This is an optimization exercise on Yosys and OpenROAD, whose aim is small area, not a production implementation. Function was checked by simulation only, so behaviour that the tests miss may differ from the original. No activity file was given, so power comes from the tool's default toggle rates.

## oak
## PG
module PG(
    input wire clk, rst,
    input wire [31:0] Q0_A, Q1_A, Q2_A, Q3_A,
    input wire [31:0] Q0_B, Q1_B, Q2_B, Q3_B,
    input wire [1:0] Arand_A, Arand_B,
    input wire Asel_A, Asel_B,
    input wire learning,
    output wire [1:0] Amax_A, Amax_B,
    output wire [1:0] Amin_A, Amin_B,
    output wire [1:0] A_A, A_B
    );
    wire [1:0] amax_A, amin_A, amax_B, amin_B;
    argminmax4 amm0(.q0(Q0_A), .q1(Q1_A), .q2(Q2_A), .q3(Q3_A), .amax(amax_A), .amin(amin_A));
    argminmax4 amm1(.q0(Q0_B), .q1(Q1_B), .q2(Q2_B), .q3(Q3_B), .amax(amax_B), .amin(amin_B));
    reg [1:0] Amax_reg_A, Amin_reg_A, Agreed_A, Arand_reg_A;
    reg [1:0] Amax_reg_B, Amin_reg_B, Agreed_B, Arand_reg_B;
    reg Asel_reg_A, Asel_reg_B;
    always @(posedge clk) begin
        if (rst) begin
            Amax_reg_A <= 2'd0;
            Amin_reg_A <= 2'd0;
            Agreed_A   <= 2'd0;
            Amax_reg_B <= 2'd0;
            Amin_reg_B <= 2'd0;
            Agreed_B   <= 2'd0;
        end else begin
            Amax_reg_A <= amax_A;
            Amin_reg_A <= amin_A;
            Agreed_A   <= Amax_reg_A;
            Amax_reg_B <= amax_B;
            Amin_reg_B <= amin_B;
            Agreed_B   <= Amax_reg_B;
        end
        Asel_reg_A  <= Asel_A;
        Asel_reg_B  <= Asel_B;
        Arand_reg_A <= Arand_A;
        Arand_reg_B <= Arand_B;
    end
    assign Amax_A = Amax_reg_A;
    assign Amin_A = Amin_reg_A;
    assign Amax_B = Amax_reg_B;
    assign Amin_B = Amin_reg_B;
    assign A_A = (Asel_reg_A & learning) ? Agreed_A : Arand_reg_A;
  ...
For scale: about 870 cells after synthesis, about 280 I/O pins, ~5500 um2 of cells after synthesis.
clock: 9.0 ns
lec_check: 0
cap_margin: 20
core_margin: 2
core_utilization: 40
cts_buf_list: sky130_fd_sc_hd__clkbuf_4
slew_margin: 20
standard.sh (not shown) runs the stock make flow with config.mk's settings and CLKGATE_MAP_FILE= SYNTH_SCRIPT=/design/flow/synth_recipe.tcl, a recipe that flattens the netlist after the stock synthesis.
==> flow/flow/run.sh <==
#!/bin/bash
# Own layout flow. The standard synthesis runs first, unchanged. Then remap.tcl synthesizes the
# same RTL again with an area-oriented ABC script (the comparator module on its own, with deepsyn
# from eight random seeds, four at a time; the smallest result is kept), keeping the standard
# synthesis's register names and cells. Its netlist replaces the standard one and the standard
# layout runs on it, with sky130_fd_sc_hd__buf_1 as the port buffers.
set -euo pipefail
W=$(pwd)
R=$W/orfs/results/$FLOW_PLATFORM/PG/base
export LIB=$FLOW_HOME/platforms/$FLOW_PLATFORM/lib/sky130_fd_sc_hd__tt_025C_1v80.lib
export DEEPSYN_T=${DEEPSYN_T:-45}
export DONT_USE_CELLS=$(sed -n '/^export DONT_USE_CELLS/,/^[^ ]/p' $FLOW_HOME/platforms/$FLOW_PLATFORM/config.mk | grep -o 'sky130_fd_sc_hd__[a-z0-9_]*' | tr '\n' ' ')

bash standard.sh synth > std_synth.log 2>&1
cp $R/1_2_yosys.v std_1_2_yosys.v

SEEDS="1 2 3 4 5 6 7 8"
for round in "1 2 3 4" "5 6 7 8"; do
  pids=()
  for s in $round; do
    DEEPSYN_S=$s REMAP_OUT=remap_$s.v yosys -c flow/remap.tcl > remap_$s.log 2>&1 &
    pids+=($!)
  done
  for p in "${pids[@]}"; do wait $p; done
done
best=
best_area=
for s in $SEEDS; do
  a=$(grep "Chip area for module '\\\\PG'" remap_$s.log | tail -1 | awk '{print $NF}')
  echo "seed $s area $a" >> remap_choice.log
  if [[ -z "$best" ]] || awk -v a="$a" -v b="$best_area" 'BEGIN{exit !(a < b)}'; then
    best=$s; best_area=$a
  fi
done
echo "kept seed $best" >> remap_choice.log
cp remap_$best.v remap.v

# the registers must be the standard synthesis's: same names, same cells
grep -o 'sky130_fd_sc_hd__df[a-z0-9_]* [^ ]*' std_1_2_yosys.v | sort > regs_std.txt
grep -o 'sky130_fd_sc_hd__df[a-z0-9_]* [^ ]*' remap.v | sort > regs_remap.txt
if ! diff regs_std.txt regs_remap.txt > regs_diff.txt; then
  echo "register mismatch with the standard synthesis" >&2
  cat regs_diff.txt >&2
  exit 1
fi

cp remap.v $R/1_2_yosys.v
rm -f $R/1_synth.odb $R/1_synth.sdc
export BUFFER_PORTS_ARGS="-buffer_cell sky130_fd_sc_hd__buf_1"
bash standard.sh finish > layout.log 2>&1
==> flow/flow/remap.tcl <==
# Area-oriented synthesis of design.v: the same coarse synthesis as the standard flow, then the
# comparator module optimised on its own with ABC's deepsyn and mapped with amap.
set lib $::env(LIB)
set dont_use {}
foreach c $::env(DONT_USE_CELLS) { lappend dont_use -dont_use $c }
yosys read_liberty -lib $lib
yosys read_verilog -defer $::env(FLOW_DESIGN)
yosys hierarchy -check -top $::env(FLOW_TOP)
yosys setattr -mod -set keep_hierarchy 1 argminmax4
yosys synth -top $::env(FLOW_TOP) -flatten -nofsm -noshare
yosys rename -wire
yosys opt -purge
yosys dfflibmap -liberty $lib {*}$dont_use
yosys opt
yosys setundef -zero
yosys abc -script "+strash;&get -n;&deepsyn -T $::env(DEEPSYN_T) -S $::env(DEEPSYN_S);&put;amap;topo;stime -p" -liberty $lib {*}$dont_use argminmax4
yosys abc -script "+strash;dch;amap;topo;stime -p" -liberty $lib {*}$dont_use $::env(FLOW_TOP)
# left out here: clear keep_hierarchy, flatten
yosys splitnets
yosys opt_clean -purge
yosys hilomap -singleton -hicell sky130_fd_sc_hd__conb_1 HI -locell sky130_fd_sc_hd__conb_1 LO
yosys insbuf -buf sky130_fd_sc_hd__buf_4 A X
yosys stat -liberty $lib
yosys check -assert -mapped
yosys write_verilog -noattr -nohex -nodec $::env(REMAP_OUT)
[inputs] pine vs oak
-- flow/flow/run.sh --
<<< oak, line 4
# from eight random seeds, four at a time; the smallest result is kept), keeping the standard
>>> pine, line 4
# from a few random seeds in parallel; the smallest result is kept), keeping the standard
<<< oak, line 11
export DEEPSYN_T=${DEEPSYN_T:-45}
>>> pine, line 11
export DEEPSYN_T=${DEEPSYN_T:-90}
<<< oak, line 17
SEEDS="1 2 3 4 5 6 7 8"
for round in "1 2 3 4" "5 6 7 8"; do
  pids=()
  for s in $round; do
    DEEPSYN_S=$s REMAP_OUT=remap_$s.v yosys -c flow/remap.tcl > remap_$s.log 2>&1 &
    pids+=($!)
  done
  for p in "${pids[@]}"; do wait $p; done
>>> pine, line 17
pids=()
for s in 1 2 3 4; do
  DEEPSYN_S=$s REMAP_OUT=remap_$s.v yosys -c flow/remap.tcl > remap_$s.log 2>&1 &
  pids+=($!)
<<< oak, line 26
>>> pine, line 22
for p in "${pids[@]}"; do wait $p; done
<<< oak, line 28
for s in $SEEDS; do
>>> pine, line 25
for s in 1 2 3 4; do
==> results.txt <==
- The flow did not stop early for pine: all stages ran, and the layout cleared the timing, design-rule and antenna checks.
- Net switching power figure: lower on oak
- pine vs. oak: wire length of the first global-routing pass has increased; power has increased; worst-case hold slack has decreased; wire length has increased.
- Status: via count parity (oak, pine)
> inputs changed (pine -> birch)
# pine
export LEC_CHECK = 0
export CAP_MARGIN = 20
export CORE_MARGIN = 2
export CORE_UTILIZATION = 40
export CTS_BUF_LIST = sky130_fd_sc_hd__clkbuf_4
export SLEW_MARGIN = 20
create_clock -name core_clock -period 9.0 [get_ports {clk}]
# birch
export LEC_CHECK = 0
export CAP_MARGIN = 20
export CORE_MARGIN = 2
export CORE_UTILIZATION = 40
export SLEW_MARGIN = 20
create_clock -name core_clock -period 9.0 [get_ports {clk}]
-- flow/flow/run.sh --
<<< pine, line 3
# same RTL again with an area-oriented ABC script (the comparator module on its own, with deepsyn
# from a few random seeds in parallel; the smallest result is kept), keeping the standard
# synthesis's register names and cells. Its netlist replaces the standard one and the standard
# layout runs on it, with sky130_fd_sc_hd__buf_1 as the port buffers.
>>> birch, line 3
# same RTL again with an area-oriented ABC script (the comparator module on its own), keeping the
# standard synthesis's register names and cells; its netlist replaces the standard one and the
# standard layout runs on it, with sky130_fd_sc_hd__buf_1 as the port buffers.
<<< pine, line 11
export DEEPSYN_T=${DEEPSYN_T:-90}
>>> birch, line 10
export DEEPSYN_T=${DEEPSYN_T:-60}
<<< pine, line 17
pids=()
for s in 1 2 3 4; do
  DEEPSYN_S=$s REMAP_OUT=remap_$s.v yosys -c flow/remap.tcl > remap_$s.log 2>&1 &
  pids+=($!)
done
for p in "${pids[@]}"; do wait $p; done
best=
best_area=
for s in 1 2 3 4; do
  a=$(grep "Chip area for module '\\\\PG'" remap_$s.log | tail -1 | awk '{print $NF}')
  echo "seed $s area $a" >> remap_choice.log
  if [[ -z "$best" ]] || awk -v a="$a" -v b="$best_area" 'BEGIN{exit !(a < b)}'; then
    best=$s; best_area=$a
  fi
done
echo "kept seed $best" >> remap_choice.log
cp remap_$best.v remap.v
>>> birch, line 16
yosys -c flow/remap.tcl > remap.log 2>&1
-- flow/flow/remap.tcl --
<<< pine, line 16
yosys abc -script "+strash;&get -n;&deepsyn -T $::env(DEEPSYN_T) -S $::env(DEEPSYN_S);&put;amap;topo;stime -p" -liberty $lib {*}$dont_use argminmax4
yosys abc -script "+strash;dch;amap;topo;stime -p" -liberty $lib {*}$dont_use $::env(FLOW_TOP)
>>> birch, line 16
yosys abc -script "+strash;&get -n;&deepsyn -T $::env(DEEPSYN_T);&put;amap;topo;stime -p" -liberty $lib {*}$dont_use
<<< pine, line 25
yosys write_verilog -noattr -nohex -nodec $::env(REMAP_OUT)
>>> birch, line 24
yosys write_verilog -noattr -nohex -nodec remap.v
[summary]
pine: full flow OK, the timing, design-rule and antenna checks passed. Having completed the whole flow, birch delivered a layout that passed the timing, design-rule and antenna checks. The worst setup slack in birch sits 0.46 ns below the value recorded for pine. When the final numbers for birch and pine were put side by side, the post-synth net total turned out to be smaller in pine. birch ended up with a higher chip width than pine did.
Modified inputs, maple compared to birch
# birch
export LEC_CHECK = 0
export CAP_MARGIN = 20
export CORE_MARGIN = 2
export CORE_UTILIZATION = 40
export SLEW_MARGIN = 20
create_clock -name core_clock -period 9.0 [get_ports {clk}]
# maple
export LEC_CHECK = 0
export CAP_MARGIN = 20
export CORE_MARGIN = 2
export CORE_UTILIZATION = 40
export CTS_BUF_LIST = sky130_fd_sc_hd__clkbuf_4
export SLEW_MARGIN = 20
create_clock -name core_clock -period 9.0 [get_ports {clk}]
-- flow/flow/run.sh --
<<< birch, line 3
# same RTL again with an area-oriented ABC script (the comparator module on its own), keeping the
# standard synthesis's register names and cells; its netlist replaces the standard one and the
# standard layout runs on it, with sky130_fd_sc_hd__buf_1 as the port buffers.
>>> maple, line 3
# same RTL again with an area-oriented ABC script (the comparator module on its own, with deepsyn
# from four random seeds, each from the RTL as written and after a dc2 rewrite, four jobs at a time; the smallest result is kept), keeping the standard
# synthesis's register names and cells. Its netlist replaces the standard one and the standard
# layout runs on it, with sky130_fd_sc_hd__buf_1 as the port buffers.
<<< birch, line 10
export DEEPSYN_T=${DEEPSYN_T:-60}
>>> maple, line 11
export DEEPSYN_T=${DEEPSYN_T:-45}
<<< birch, line 16
yosys -c flow/remap.tcl > remap.log 2>&1
>>> maple, line 17
# jobs 1-4 start deepsyn from the RTL's own structure, jobs 5-8 after a dc2 rewrite of it
SEEDS="1 2 3 4 5 6 7 8"
for round in "1 2 3 4" "5 6 7 8"; do
  pids=()
  for s in $round; do
    if (( s <= 4 )); then pre=strash; else pre=dc2; fi
    PRE_OPT=$pre DEEPSYN_S=$(( (s - 1) % 4 + 1 )) REMAP_OUT=remap_$s.v yosys -c flow/remap.tcl > remap_$s.log 2>&1 &
    pids+=($!)
  done
  for p in "${pids[@]}"; do wait $p; done
done
best=
best_area=
for s in $SEEDS; do
  a=$(grep "Chip area for module '\\\\PG'" remap_$s.log | tail -1 | awk '{print $NF}')
  echo "seed $s area $a" >> remap_choice.log
  if [[ -z "$best" ]] || awk -v a="$a" -v b="$best_area" 'BEGIN{exit !(a < b)}'; then
    best=$s; best_area=$a
  fi
done
echo "kept seed $best" >> remap_choice.log
cp remap_$best.v remap.v
-- flow/flow/remap.tcl --
<<< birch, line 16
yosys abc -script "+strash;&get -n;&deepsyn -T $::env(DEEPSYN_T);&put;amap;topo;stime -p" -liberty $lib {*}$dont_use
>>> maple, line 16
yosys abc -script "+strash;$::env(PRE_OPT);&get -n;&deepsyn -T $::env(DEEPSYN_T) -S $::env(DEEPSYN_S);&put;amap;topo;stime -p" -liberty $lib {*}$dont_use argminmax4
yosys abc -script "+strash;dch;amap;topo;stime -p" -liberty $lib {*}$dont_use $::env(FLOW_TOP)
<<< birch, line 24
yosys write_verilog -noattr -nohex -nodec remap.v
>>> maple, line 25
yosys write_verilog -noattr -nohex -nodec $::env(REMAP_OUT)
--- outcome ---
- Having completed the whole flow, maple delivered a layout that passed the timing, design-rule and antenna checks.
- maple ends up with a cell area after synthesis that is about 2.7% lower than in birch.
- Per the comparison of maple with birch, met2 wire length saw an increase, final critical-path setup slack shows an increase of 0.31 ns, part of the cycle the worst path needs shrank by 3.4 points, overall power after layout went down.
- Wire length up 1200 um in maple wrt birch

==> what the ideal ports hide <==
The results above use ideal ports. As a check the final layouts listed here were re-extracted and re-timed, cells and wires unchanged.
Step 1, drivers: a clkbuf_16 drives clk and a buf_2 each remaining input, both assumed.
Step 2 times the ports against the registers' clock, not the clock port: input delays grow and output delays shrink by t, the midpoint of the rising clock arrivals with the driver on.
a / b / c = ideal ports / drivers / drivers and shift; a / b = the first two.
| run | t, ns | setup slack, ns | worst setup path at the end | worst register clock-pin slew, ns | worst slew at a driven data input, ns |
|---|---|---|---|---|---|
| oak | 0.302 | 4.510 / 4.506 / 4.204 | input to register | 0.09 / 0.09 | 0.06 |
| pine | 0.308 | 4.663 / 4.662 / 4.354 | input to register | 0.10 / 0.10 | 0.07 |
| birch | 0.269 | 4.203 / 4.200 / 3.931 | input to register | 0.05 / 0.05 | 0.08 |
| maple | 0.302 | 4.510 / 4.506 / 4.204 | input to register | 0.09 / 0.09 | 0.06 |
After both steps setup and hold are still met in every run listed. The setup slack of pine, which loses most, moves by -0.001 ns with the drivers and by -0.309 ns with both steps.
